What follows belongs to an exercise in optimizing a design on an open flow for small area; a production flow would make more cautious choices.
RTL that was checked went through simulation tests only; none was proved equivalent to the original.

== run A ==
==> flow/design.v (excerpt) <==
module rmii_axis_v1_0 #
  (
   parameter [7:0]  FPGA_IP_1 = 10,
   parameter [7:0]  FPGA_IP_2 = 0,
   parameter [7:0]  FPGA_IP_3 = 0,
   parameter [7:0]  FPGA_IP_4 = 240,
   parameter [7:0]  HOST_IP_1 = 10,
   parameter [7:0]  HOST_IP_2 = 0,
   parameter [7:0]  HOST_IP_3 = 0,
   parameter [7:0]  HOST_IP_4 = 10,
   parameter [15:0] FPGA_PORT = 17767,
   parameter [15:0] HOST_PORT = 17767,
   parameter [47:0] FPGA_MAC = 48'he86a64e7e830,
   parameter [47:0] HOST_MAC = 48'he86a64e7e829,
   parameter [15:0] HEADER_CHECKSUM = 16'h65b3,
   parameter	    CHECK_DESTINATION = 1
   )
   (
    input wire		aclk,
    input wire		aresetn,
    input wire		ETH_CRSDV,
    input wire [1:0]	ETH_RXD,
    output wire		ETH_TXEN,
    output wire [1:0]	ETH_TXD,
    output wire		m00_axis_tvalid,
    output wire [7 : 0]	m00_axis_tdata,
    output wire		m00_axis_tlast,
    output wire		s00_axis_tready,
    input wire [7 : 0]	s00_axis_tdata,
    input wire		s00_axis_tlast,
    input wire [11:0]	s00_axis_tuser,
    input wire		s00_axis_tvalid
    );
Size: about 1400 cells after synthesis, about 41 I/O pins, roughly 0.023 sq mm of cells after synthesis.
Settings: LEC_CHECK=0, CAP_MARGIN=20, CORE_MARGIN=2, CORE_UTILIZATION=65, SLEW_MARGIN=20; clock period 10.0 ns.
standard.sh (not shown) runs the stock make flow with config.mk's settings and CLKGATE_MAP_FILE= SYNTH_SCRIPT=/design/flow/synth_recipe.tcl, a recipe that flattens the netlist after the stock synthesis.
==> flow/flow/run.sh <==
#!/bin/bash
# The standard layout (standard.sh), with two changes to how it is made:
#  - ports are buffered with the smallest buffer instead of the default
#    clkdlybuf4s50_1 (every input and output port still gets a buffer);
#  - clock tree synthesis uses larger sink clusters of clkbuf_8 leaves and
#    no dummy loads.
# Synthesis, floorplan, power grid, tap cells, placement and routing are
# the standard flow's.  The make output goes to standard.log.
set -euo pipefail
export BUFFER_PORTS_ARGS="-buffer_cell sky130_fd_sc_hd__buf_1"
export CTS_ARGS="-sink_clustering_enable -repair_clock_nets -dont_use_dummy_load -buf_list sky130_fd_sc_hd__clkbuf_8 -sink_clustering_size 18 -sink_clustering_max_diameter 50"
bash standard.sh > standard.log 2>&1
Relative to run A, the following input files were edited for run B:
--- a/flow/design.v
+++ b/flow/design.v
@@ -63,34 +63,31 @@
    end
 endmodule
 `timescale 1ps / 1ps
 module crc_gen
   (
    input [1:0]	     data_in,
    input	     crc_en,
-   input	     init,
+   input [1:0]	     seed,
    output [31:0]     lfsr,
    input	     clk);
    logic [31:0]	     lfsr_q;
    logic [1:0]	     x;
    logic [31:0]	     lfsr_c;
    assign lfsr = lfsr_q;
-   assign x = crc_en ? (data_in ^ lfsr_q[1:0]) : 2'b00;
+   assign x = crc_en ? (data_in ^ lfsr_q[1:0]) : seed;
    localparam [31:0] P0 = (32'd1<<4)|(32'd1<<7)|(32'd1<<8)|(32'd1<<14)|(32'd1<<18)|(32'd1<<19)|
 			  (32'd1<<20)|(32'd1<<22)|(32'd1<<23)|(32'd1<<25)|(32'd1<<26)|(32'd1<<28)|
 			  (32'd1<<29)|(32'd1<<30);
    localparam [31:0] P1 = (32'd1<<5)|(32'd1<<8)|(32'd1<<9)|(32'd1<<15)|(32'd1<<19)|(32'd1<<20)|
 			  (32'd1<<21)|(32'd1<<23)|(32'd1<<24)|(32'd1<<26)|(32'd1<<27)|(32'd1<<29)|
 			  (32'd1<<30)|(32'd1<<31);
    assign lfsr_c = {2'b00, lfsr_q[31:2]} ^ ({32{x[0]}} & P0) ^ ({32{x[1]}} & P1);
    always @(posedge clk) begin
-      if (init)
-	lfsr_q <= {32{1'b1}};
-      else
-	lfsr_q <= lfsr_c;
+      lfsr_q <= lfsr_c;
    end
 endmodule
 `timescale 1ns / 1ps
 module eth_header_gen
   #(
     parameter [31:0] FPGA_IP = 32'hC0A80164,
     parameter [31:0] HOST_IP = 32'hC0A80165,
@@ -220,21 +217,20 @@
 	pos <= 8'd56;
       else if (state == DATA && data_end)
 	pos <= 8'd192;
       else
 	pos <= pos_inc;
    end
    logic [1:0]		hdr_dibit;
-   logic [7:0]		data_buffer;
+   logic [5:0]		data_buffer;
    logic [31:0]		crc;
-   logic		byte_load;
    logic [1:0]		tx_data;
    logic		tx_valid;
    logic		crc_en;
-   logic		crc_init;
+   logic [1:0]		crc_seed;
    eth_header_gen
      #(
        .FPGA_MAC(FPGA_MAC),
        .HOST_MAC(HOST_MAC),
        .FPGA_IP(FPGA_IP),
        .HOST_IP(HOST_IP),
        .FPGA_PORT(FPGA_PORT),
@@ -243,36 +239,57 @@
        )
    eth_header_gen
      (
       .payload_bytes(n),
       .pos(pos),
       .dibit(hdr_dibit)
       );
-   assign byte_load = (state == HDR && pos_last) || (state == DATA && (&pos[1:0]));
    always_ff @(posedge CLK) begin
-      if (byte_load)
-	data_buffer <= fifo_out;
+      if (fifo_rd_en)
+	data_buffer <= fifo_out[7:2];
       else
-	data_buffer <= {2'b00, data_buffer[7:2]};
+	data_buffer <= {2'b00, data_buffer[5:2]};
    end
    assign fifo_rd_en = state == DATA && pos[1:0] == 2'b00;
    always_comb begin
       case (state)
 	HDR:     tx_data = hdr_dibit;
-	DATA:    tx_data = data_buffer[1:0];
+	DATA:    tx_data = pos[1:0] == 2'b00 ? fifo_out[1:0] : data_buffer[1:0];
 	default: tx_data = ~crc[1:0];
       endcase
    end
    assign tx_valid = (state == HDR) || (state == DATA) || (state == TAIL && pos[5:4] == 2'b00);
    assign crc_en   = (state == DATA) || (state == HDR && pos >= 8'd88);
-   assign crc_init = (state == IDLE) || (state == HDR && pos < 8'd88);
+   logic [1:0]		crc_seed_t;
+   always_comb begin
+      case (pos[4:0])
+	5'd8: crc_seed_t = 2'd2;
+	5'd9: crc_seed_t = 2'd0;
+	5'd10: crc_seed_t = 2'd2;
+	5'd11: crc_seed_t = 2'd3;
+	5'd12: crc_seed_t = 2'd1;
+	5'd13: crc_seed_t = 2'd0;
+	5'd14: crc_seed_t = 2'd0;
+	5'd15: crc_seed_t = 2'd3;
+	5'd16: crc_seed_t = 2'd0;
+	5'd17: crc_seed_t = 2'd0;
+	5'd18: crc_seed_t = 2'd1;
+	5'd19: crc_seed_t = 2'd2;
+	5'd20: crc_seed_t = 2'd1;
+	5'd21: crc_seed_t = 2'd2;
+	5'd22: crc_seed_t = 2'd1;
+	5'd23: crc_seed_t = 2'd2;
+	default: crc_seed_t = 2'd0;
+      endcase
+   end
+   assign crc_seed = pos[7:5] == 3'b010 ? crc_seed_t : 2'b00;
    crc_gen crc_gen_i
      (
       .clk(CLK),
-      .init(crc_init),
+      .seed(crc_seed),
       .data_in(tx_data),
       .crc_en(crc_en),
       .lfsr(crc)
       );
    always_ff @(posedge CLK) begin
       if (RST)
 	TX_EN <= 1'b0;
@@ -328,22 +345,24 @@
 	  IDLE:         if (packet_start) state <= PREAMBLE_SFD;
 	  PREAMBLE_SFD: if (sfd_found) state <= HEADER;
 	  HEADER:       if (packet_done) state <= IDLE;
 			else if (cnt == 8'd167) state <= DATA;
 	  DATA:         if (packet_done) state <= IDLE;
 	endcase
    end
+   logic [7:0]	    cnt_inc;
+   assign cnt_inc = cnt + 8'd1;
    always @(posedge clk) begin
       case (state)
 	IDLE:         cnt <= '0;
 	PREAMBLE_SFD: if (rxd_z[2] == 2'b01)
-			cnt <= cnt + {7'd0, ~&cnt[4:0]};
+			cnt <= cnt_inc | {3'b000, {5{&cnt[4:0]}}};
 		      else
 			cnt <= '0;
-	default:      cnt <= cnt + 8'd1;
+	default:      cnt <= cnt_inc;
       endcase
    end
    localparam [47:0] MAC_SEQ = {FPGA_MAC[7:0], FPGA_MAC[15:8], FPGA_MAC[23:16],
 				FPGA_MAC[31:24], FPGA_MAC[39:32], FPGA_MAC[47:40]};
    assign mac_dibit = MAC_SEQ[2*cnt[4:0] +: 2];
    always @(posedge clk) begin
       if (state == PREAMBLE_SFD)
## What came out
- Run B vs run A — global-route met2 utilization dropped 0.84 points.
- Compared with run A, run B shows a relative area change from synthesis to final layout that is 0.22 points lower.
- What run B reported for non-clock buffer instance count of the final layout has to be multiplied by 0.857 to get the figure for run A.
- Relative to run A, sequential share of layout area has gone down in run B.
- Going from run A to run B, the total CTS buffers was found to have gone down by about 2%.
- NOTE: fraction of the mapped netlist area in compound gates in run B exceeds that of run A
- Going from run A to run B, the number of ordinary inverters in the final layout was found to have gone down by about 11%.
- The higher fmax of run A and run B is in run A.
- Run B contains fewer vias than run A.
- Between run A and run B, the difference in final area is negligible.
No functional check of the RTL was part of run B.

port drivers added, routing unchanged:
No port has a modelled driver above. Below, the same layouts with a new extraction and two added sets of constraints.
Step 1 assumes that a clkbuf_16 drives the clock port and a buf_2 every other input.
Step 2 also shifts input and output timing later by t, the mid clock arrival at the registers, as if the neighbouring blocks saw the same clock.
Three values: ideal, step 1, step 2; two values: the first two.
run	t (ns)	slack for setup (ns)	cell pins on the clock port's net
run A	0.649	4.426 / 4.399 / 4.399	1
run B	0.641	4.333 / 4.308 / 4.308	1
After both steps every run listed still meets setup and hold. The setup slack of run A, which loses most, moves by -0.027 ns with the drivers and by -0.027 ns with both steps.
